Source: an optimization exercise on an open RTL-to-GDS flow (aim: small area, a short achievable clock period and few clock cycles per item). Production flows keep margins and buffers that such runs may drop.
Function was checked by simulation only, so behaviour that the tests miss may differ from the original.
Power is estimated from default activity; no workload was simulated.

===== design/flow/constraint.sdc =====
create_clock -name core_clock -period 8.0 [get_ports {clk}]
set_input_delay 1.6000 -clock core_clock [delete_from_list [all_inputs] [get_ports {clk}]]
set_output_delay 1.6000 -clock core_clock [all_outputs]
set_load 0.01 [all_outputs]

===== design/flow/config.mk =====
export PLATFORM = sky130hd
export DESIGN_NAME = cpu
export DESIGN_NICKNAME = cpu
export VERILOG_FILES = /design/flow/design.v
export SDC_FILE = /design/flow/constraint.sdc
export NUM_CORES = 4
export LEC_CHECK = 0
export CAP_MARGIN = 20
export CORE_MARGIN = 2
export CORE_UTILIZATION = 40
export SLEW_MARGIN = 20

===== design/flow/design.v =====
module cpu (
    input clk,
    input rst,
    input [15:0] sw,
    output [7:0] led
);
    reg [7:0] n;
    reg rst_d;
    reg [5:0] res;
    function automatic [5:0] steps(input [7:0] v);
        case (v)
            8'd0: steps = 6'd0;
            8'd1: steps = 6'd3;
            8'd2: steps = 6'd1;
            8'd3: steps = 6'd7;
            8'd4: steps = 6'd2;
            8'd5: steps = 6'd5;
            8'd6: steps = 6'd8;
            8'd7: steps = 6'd16;
            8'd8: steps = 6'd3;
            8'd9: steps = 6'd19;
            8'd10: steps = 6'd6;
            8'd11: steps = 6'd14;
            8'd12: steps = 6'd9;
            8'd13: steps = 6'd9;
            8'd14: steps = 6'd17;
            8'd15: steps = 6'd17;
            8'd16: steps = 6'd4;
            8'd17: steps = 6'd12;
            8'd18: steps = 6'd20;
            8'd19: steps = 6'd20;
            8'd20: steps = 6'd7;
            8'd21: steps = 6'd7;
            8'd22: steps = 6'd15;
            8'd23: steps = 6'd15;
            8'd24: steps = 6'd10;
            8'd25: steps = 6'd23;
            8'd26: steps = 6'd10;
            8'd27: steps = 6'd39;
            8'd28: steps = 6'd18;
            8'd29: steps = 6'd18;
            8'd30: steps = 6'd18;
            8'd31: steps = 6'd34;
            8'd32: steps = 6'd5;
            8'd33: steps = 6'd26;
            8'd34: steps = 6'd13;
            8'd35: steps = 6'd13;
            8'd36: steps = 6'd21;
            8'd37: steps = 6'd21;
            8'd38: steps = 6'd21;
            8'd39: steps = 6'd14;
            8'd40: steps = 6'd8;
            8'd41: steps = 6'd37;
            8'd42: steps = 6'd8;
            8'd43: steps = 6'd29;
            8'd44: steps = 6'd16;
            8'd45: steps = 6'd16;
            8'd46: steps = 6'd16;
            8'd47: steps = 6'd32;
            8'd48: steps = 6'd11;
            8'd49: steps = 6'd24;
            8'd50: steps = 6'd24;
            8'd51: steps = 6'd24;
            8'd52: steps = 6'd11;
            8'd53: steps = 6'd11;
            8'd54: steps = 6'd40;
            8'd55: steps = 6'd25;
            8'd56: steps = 6'd19;
            8'd57: steps = 6'd32;
            8'd58: steps = 6'd19;
            8'd59: steps = 6'd12;
            8'd60: steps = 6'd19;
            8'd61: steps = 6'd19;
            8'd62: steps = 6'd35;
            8'd63: steps = 6'd21;
            8'd64: steps = 6'd6;
            8'd65: steps = 6'd27;
            8'd66: steps = 6'd27;
            8'd67: steps = 6'd14;
            8'd68: steps = 6'd14;
            8'd69: steps = 6'd14;
            8'd70: steps = 6'd14;
            8'd71: steps = 6'd30;
            8'd72: steps = 6'd22;
            8'd73: steps = 6'd28;
            8'd74: steps = 6'd22;
            8'd75: steps = 6'd12;
            8'd76: steps = 6'd22;
            8'd77: steps = 6'd22;
            8'd78: steps = 6'd15;
            8'd79: steps = 6'd28;
            8'd80: steps = 6'd9;
            8'd81: steps = 6'd22;
            8'd82: steps = 6'd38;
            8'd83: steps = 6'd23;
            8'd84: steps = 6'd9;
            8'd85: steps = 6'd0;
            8'd86: steps = 6'd30;
            8'd87: steps = 6'd9;
            8'd88: steps = 6'd17;
            8'd89: steps = 6'd10;
            8'd90: steps = 6'd17;
            8'd91: steps = 6'd21;
            8'd92: steps = 6'd17;
            8'd93: steps = 6'd11;
            8'd94: steps = 6'd33;
            8'd95: steps = 6'd19;
            8'd96: steps = 6'd12;
            8'd97: steps = 6'd22;
            8'd98: steps = 6'd25;
            8'd99: steps = 6'd9;
            8'd100: steps = 6'd25;
            8'd101: steps = 6'd12;
            8'd102: steps = 6'd25;
            8'd103: steps = 6'd41;
            8'd104: steps = 6'd12;
            8'd105: steps = 6'd20;
            8'd106: steps = 6'd12;
            8'd107: steps = 6'd28;
            8'd108: steps = 6'd41;
            8'd109: steps = 6'd23;
            8'd110: steps = 6'd26;
            8'd111: steps = 6'd16;
            8'd112: steps = 6'd20;
            8'd113: steps = 6'd10;
            8'd114: steps = 6'd33;
            8'd115: steps = 6'd18;
            8'd116: steps = 6'd20;
            8'd117: steps = 6'd13;
            8'd118: steps = 6'd13;
            8'd119: steps = 6'd26;
            8'd120: steps = 6'd20;
            8'd121: steps = 6'd42;
            8'd122: steps = 6'd20;
            8'd123: steps = 6'd34;
            8'd124: steps = 6'd36;
            8'd125: steps = 6'd21;
            8'd126: steps = 6'd22;
            8'd127: steps = 6'd23;
            8'd128: steps = 6'd7;
            8'd129: steps = 6'd29;
            8'd130: steps = 6'd28;
            8'd131: steps = 6'd16;
            8'd132: steps = 6'd28;
            8'd133: steps = 6'd24;
            8'd134: steps = 6'd15;
            8'd135: steps = 6'd14;
            8'd136: steps = 6'd15;
            8'd137: steps = 6'd17;
            8'd138: steps = 6'd15;
            8'd139: steps = 6'd24;
            8'd140: steps = 6'd15;
            8'd141: steps = 6'd11;
            8'd142: steps = 6'd31;
            8'd143: steps = 6'd11;
            8'd144: steps = 6'd23;
            8'd145: steps = 6'd19;
            8'd146: steps = 6'd29;
            8'd147: steps = 6'd13;
            8'd148: steps = 6'd23;
            8'd149: steps = 6'd14;
            8'd150: steps = 6'd13;
            8'd151: steps = 6'd11;
            8'd152: steps = 6'd23;
            8'd153: steps = 6'd27;
            8'd154: steps = 6'd23;
            8'd155: steps = 6'd22;
            8'd156: steps = 6'd16;
            8'd157: steps = 6'd43;
            8'd158: steps = 6'd29;
            8'd159: steps = 6'd18;
            8'd160: steps = 6'd10;
            8'd161: steps = 6'd35;
            8'd162: steps = 6'd23;
            8'd163: steps = 6'd15;
            8'd164: steps = 6'd39;
            8'd165: steps = 6'd22;
            8'd166: steps = 6'd24;
            8'd167: steps = 6'd36;
            8'd168: steps = 6'd10;
            8'd169: steps = 6'd24;
            8'd170: steps = 6'd0;
            8'd171: steps = 6'd2;
            8'd172: steps = 6'd31;
            8'd173: steps = 6'd4;
            8'd174: steps = 6'd10;
            8'd175: steps = 6'd18;
            8'd176: steps = 6'd18;
            8'd177: steps = 6'd8;
            8'd178: steps = 6'd11;
            8'd179: steps = 6'd11;
            8'd180: steps = 6'd18;
            8'd181: steps = 6'd6;
            8'd182: steps = 6'd22;
            8'd183: steps = 6'd22;
            8'd184: steps = 6'd18;
            8'd185: steps = 6'd17;
            8'd186: steps = 6'd12;
            8'd187: steps = 6'd25;
            8'd188: steps = 6'd34;
            8'd189: steps = 6'd20;
            8'd190: steps = 6'd20;
            8'd191: steps = 6'd36;
            8'd192: steps = 6'd13;
            8'd193: steps = 6'd15;
            8'd194: steps = 6'd23;
            8'd195: steps = 6'd23;
            8'd196: steps = 6'd26;
            8'd197: steps = 6'd10;
            8'd198: steps = 6'd10;
            8'd199: steps = 6'd31;
            8'd200: steps = 6'd26;
            8'd201: steps = 6'd18;
            8'd202: steps = 6'd13;
            8'd203: steps = 6'd26;
            8'd204: steps = 6'd26;
            8'd205: steps = 6'd13;
            8'd206: steps = 6'd42;
            8'd207: steps = 6'd27;
            8'd208: steps = 6'd13;
            8'd209: steps = 6'd21;
            8'd210: steps = 6'd21;
            8'd211: steps = 6'd21;
            8'd212: steps = 6'd13;
            8'd213: steps = 6'd8;
            8'd214: steps = 6'd29;
            8'd215: steps = 6'd16;
            8'd216: steps = 6'd42;
            8'd217: steps = 6'd16;
            8'd218: steps = 6'd24;
            8'd219: steps = 6'd30;
            8'd220: steps = 6'd27;
            8'd221: steps = 6'd24;
            8'd222: steps = 6'd17;
            8'd223: steps = 6'd30;
            8'd224: steps = 6'd21;
            8'd225: steps = 6'd40;
            8'd226: steps = 6'd11;
            8'd227: steps = 6'd0;
            8'd228: steps = 6'd34;
            8'd229: steps = 6'd19;
            8'd230: steps = 6'd19;
            8'd231: steps = 6'd23;
            8'd232: steps = 6'd21;
            8'd233: steps = 6'd35;
            8'd234: steps = 6'd14;
            8'd235: steps = 6'd24;
            8'd236: steps = 6'd14;
            8'd237: steps = 6'd27;
            8'd238: steps = 6'd27;
            8'd239: steps = 6'd43;
            8'd240: steps = 6'd21;
            8'd241: steps = 6'd14;
            8'd242: steps = 6'd43;
            8'd243: steps = 6'd25;
            8'd244: steps = 6'd21;
            8'd245: steps = 6'd22;
            8'd246: steps = 6'd35;
            8'd247: steps = 6'd20;
            8'd248: steps = 6'd37;
            8'd249: steps = 6'd15;
            8'd250: steps = 6'd22;
            8'd251: steps = 6'd44;
            8'd252: steps = 6'd23;
            8'd253: steps = 6'd38;
            8'd254: steps = 6'd24;
            8'd255: steps = 6'd25;
            default: steps = 6'd0;
        endcase
    endfunction
    always @(posedge clk) begin
        n <= sw[7:0];
        rst_d <= rst;
        if (rst)
            res <= 6'd0;
        else if (rst_d)
            res <= steps(n);
    end
    assign led = {2'b00, res};
endmodule

===== design/flow/run.sh =====
#!/bin/bash
# synth_recipe.tcl (not shown) runs the flow's synth.tcl, then flattens the netlist and writes it again
# the make line also repeats each setting of config.mk as NAME=value (left out here)
make -C /OpenROAD-flow-scripts/flow DESIGN_CONFIG=/design/flow/config.mk WORK_HOME=/design/flow/orfs CLKGATE_MAP_FILE= SYNTH_SCRIPT=/design/flow/synth_recipe.tcl finish

==> results.json <==
{
  "ys_async_sr_fraction_pct": 0,
  "numPortBuffers": 15,
  "avgViaCountPerCell": 6.97,
  "fin_nets": 393,
  "place_congestion": 0.961,
  "htreeDepth": 1,
  "synth_simple_gate_area_share_pct": 25.8,
  "numCtsBuffers": 3,
  "fp.dieH_um": 85.0,
  "grt_first_pass_wirelength_mm": 14.4,
  "cap_violations": 0,
  "ant_nets": 0,
  "finish.utilization_pct": 42.5,
  "fill_cells": 676,
  "ios": 26,
  "fin_tns_setup_ns": 0,
  "start_util_pct": 41.3,
  "skew_ns": 0.00355,
  "worstHoldStart": "res[5]",
  "pre_cts_ws_ns": 4.64,
  "worstReg2RegStart": "n[1]",
  "status": "finished clean",
  "cts_root_buf": "clkbuf_8",
  "syn_to_final_growth_pct": 2.91,
  "syn_avg_cell_area_um2": 6.73,
  "antenna_cells": 0,
  "maxSlewViolCount": 0,
  "layout_setup_ws_ns": 4.43,
  "post_cts_buffers": 0,
  "cp-end-kind": "flip-flop",
  "vias": 3086,
  "final-hold-violation-count": 0,
  "yosysWarnings": 1,
  "fmax_mhz": 280,
  "leakagePower_uw": 0.000921,
  "synthesis.area_um2": 2620,
  "cp_max_fo": 21,
  "final_cell_mix": "37 x a21oi_1, 36 x nand2_1, 34 x o21ai_0",
  "drt-pass1-iter-count": 9,
  "setup_viol": 0,
  "grt_max_degree": 89,
  "grt_overflow": 0,
  "muxShareOfSynthArea_pct": 5.15,
  "required_ns": 8.15,
  "synth_xor_xnor_area_share_pct": 0,
  "critPathLaunch": "n[1]",
  "final_common_cell": "a21oi_1",
  "worstPathArrival_ns": 3.72,
  "crit_type": "reg -> reg",
  "dpl.hpwl_mm": 5.78,
  "startpoint_type": "flip-flop",
  "slew_headroom_pct": 47.4,
  "power_density_nw_per_um2": 108,
  "yosysTopAreaCell": "dfxtp_1",
  "stdcell_count": 443,
  "path_cells": "inv_1 > ha_1 > nand2b_1 > o22ai_1 > o21a_1 > o31ai_1 > o32ai_1 > a2111oi_2",
  "row_count": 29,
  "grt_use_total_pct": 24.5,
  "drt-wirelength-per-cell_um": 20.1,
  "synth_flop_cell": "dfxtp_1",
  "synth_compound_area_share_pct": 42.1,
  "final-seq-area_um2": 303,
  "syn_inst": 390,
  "tritoncts": "yes",
  "synth_seq_area_share_pct": 11.4,
  "max_stage_delay_ns": 0.82,
  "final_min_period_over_clock_period_pct": 44.7,
  "cts.path.max_buffers": 2,
  "cts_sinks": 15,
  "ys_ff_latch": 15,
  "drc": 0,
  "slowest_stage": "dfxtp_1",
  "drt_iter0_markers": 682,
  "place_inst": 439,
  "coreArea_um2": 6350,
  "synth-edff-count": 0,
  "ir_worst_vdd_uv": 76.6,
  "synth_adder_area_share_pct": 3.81,
  "layout_min_cycle_time_ns": 3.57,
  "synth_top_area_share_pct": 11.4,
  "grt_pass1_vias": 2727,
  "tightest_slew_ns": 0.790,
  "die_w_um": 85.0,
  "holdWs_ns": 0.475,
  "antenna_found_initial": 0,
  "cp_num_buf_inv": 1,
  "drive_gt1_share_pct": 5.74,
  "cts_resized": 0,
  "path_clk_slew_ns": 0.06,
  "dieArea_um2": 7220,
  "wl_mm": 8.91,
  "synth_cell_types": 57,
  "synth_top_family_by_area": "compound AO/OA/AOI/OAI gates",
  "crit_family": "compound AO/OA/AOI/OAI gates",
  "multi_input_area_um2": 2030,
  "rsz0062_at_grt": "no",
  "min_path_type": "reg -> reg",
  "synthTopCellsByArea": "dfxtp_1 11%, a21oi_1 7.1%, o21ai_0 6.5%",
  "clock_latency_ns": 0.25,
  "ctsHoldBuffers": 0
}
-- synth_stat cells (all sizes together), types with 3 or more instances --
| cell | instances |
|---|---|
| clkbuf | 17 |
| o21a | 4 |
| a22oi | 3 |
| nand2b | 21 |
| a311oi | 7 |
| o211ai | 6 |
| nor3 | 9 |
| a31oi | 8 |
| ha | 8 |
| nor2 | 30 |
| mux4 | 6 |
| nand4 | 4 |
| a21oi | 37 |
| dfxtp | 15 |
| o22ai | 5 |
| o221ai | 3 |
| buf | 32 |
| a211oi | 13 |
| a221oi | 6 |
| inv | 9 |
| o31ai | 3 |
| nor3b | 6 |
| a211o | 3 |
| nand2 | 36 |
| nand3 | 12 |
| o21ai | 34 |
| a21o | 4 |
| o2111ai | 3 |
| nor2b | 11 |
| a2111oi | 3 |
-- final cells by class --
type / count / area share, %
multi-input cells: 316 / 75.0
flip-flops and latches: 15 / 11.2
repair buffers: 20 / 6.95
well taps: 77 / 3.57
clock buffers: 4 / 1.67
inverters: 11 / 1.58
-- logic make-up after synthesis --
logic type | count (synthesis)
AO/OA/AOI/OAI | 163
adder cells (fa/ha/maj) | 8
buffers and inverters | 60
flip-flops | 15
multiplexers | 6
other | 1
AND/OR/NAND/NOR | 137
-- final timing paths --
path	slack, ns	end	cells after the start
worst min register to register	0.48	res[5]	2
worst max register to register	4.43	res[4]	8
worst min-delay path	0.48	res[5]	2
worst max-delay path	4.43	res[4]	8
-- sequential cells by signal, summed over array words and instances, names as in the netlist --
| signal | count |
|---|---|
| n | 8 |
| res | 6 |
| rst_d | 1 |
-- tightest hold or removal path: cells and delay by family, from the launching register on --
kind	cells	cell delay, ns
flops	1	0.31
simple gates	2	0.12
-- power breakdown --
group / internal, µW / switching (µW)
registers: 80.0 / 7.48
clock network: 35.3 / 27.4
logic: 54.9 / 85.4
-- routing by layer --
layer,share of wire [%],global-route usage [%]
met1,42,35.0
met2,44,37.3
met3,11,4.09
met4,3.0,8.23
met5,0,0
-- stage by stage --
| stage | cell area [µm²] | total power [µW] |
|---|---|---|
| 6_report | 2700 | 290 |
| 3_3_place_gp | 2660 | 224 |
| 2_1_floorplan | 2630 | 192 |
| 3_5_place_dp | 2660 | 224 |
| 5_1_grt | 2700 | 307 |
| 4_1_cts | 2700 | 288 |
Testbench counts, summed over its fixed seeds: cycles 10,080, jobs 2,016.

## port drivers added, routing unchanged
The results above use ideal ports. As a check the final layout listed here was re-extracted and re-timed, cells and wires unchanged. Step 1: set_driving_cell puts a clkbuf_16 on clk and a buf_2 on each other input, an assumption about the parent block. Step 2 times the ports against the registers' clock, not the clock port: input delays grow and output delays shrink by t, the midpoint of the rising clock arrivals with the driver on. Slacks: ideal ports / drivers / drivers and shift; pairs: ideal ports / drivers.
t (ns): 0.275
setup WS [ns]: 4.427 / 4.427 / 4.427
worst setup path at the end: register to register
worst data-port slew with drivers (ns): 0.03
pins driven straight from the clock port: 1
After both steps this run still meets setup and hold. For this run, drivers alone change the setup slack by 0.000 ns; drivers and shift together by 0.000 ns.
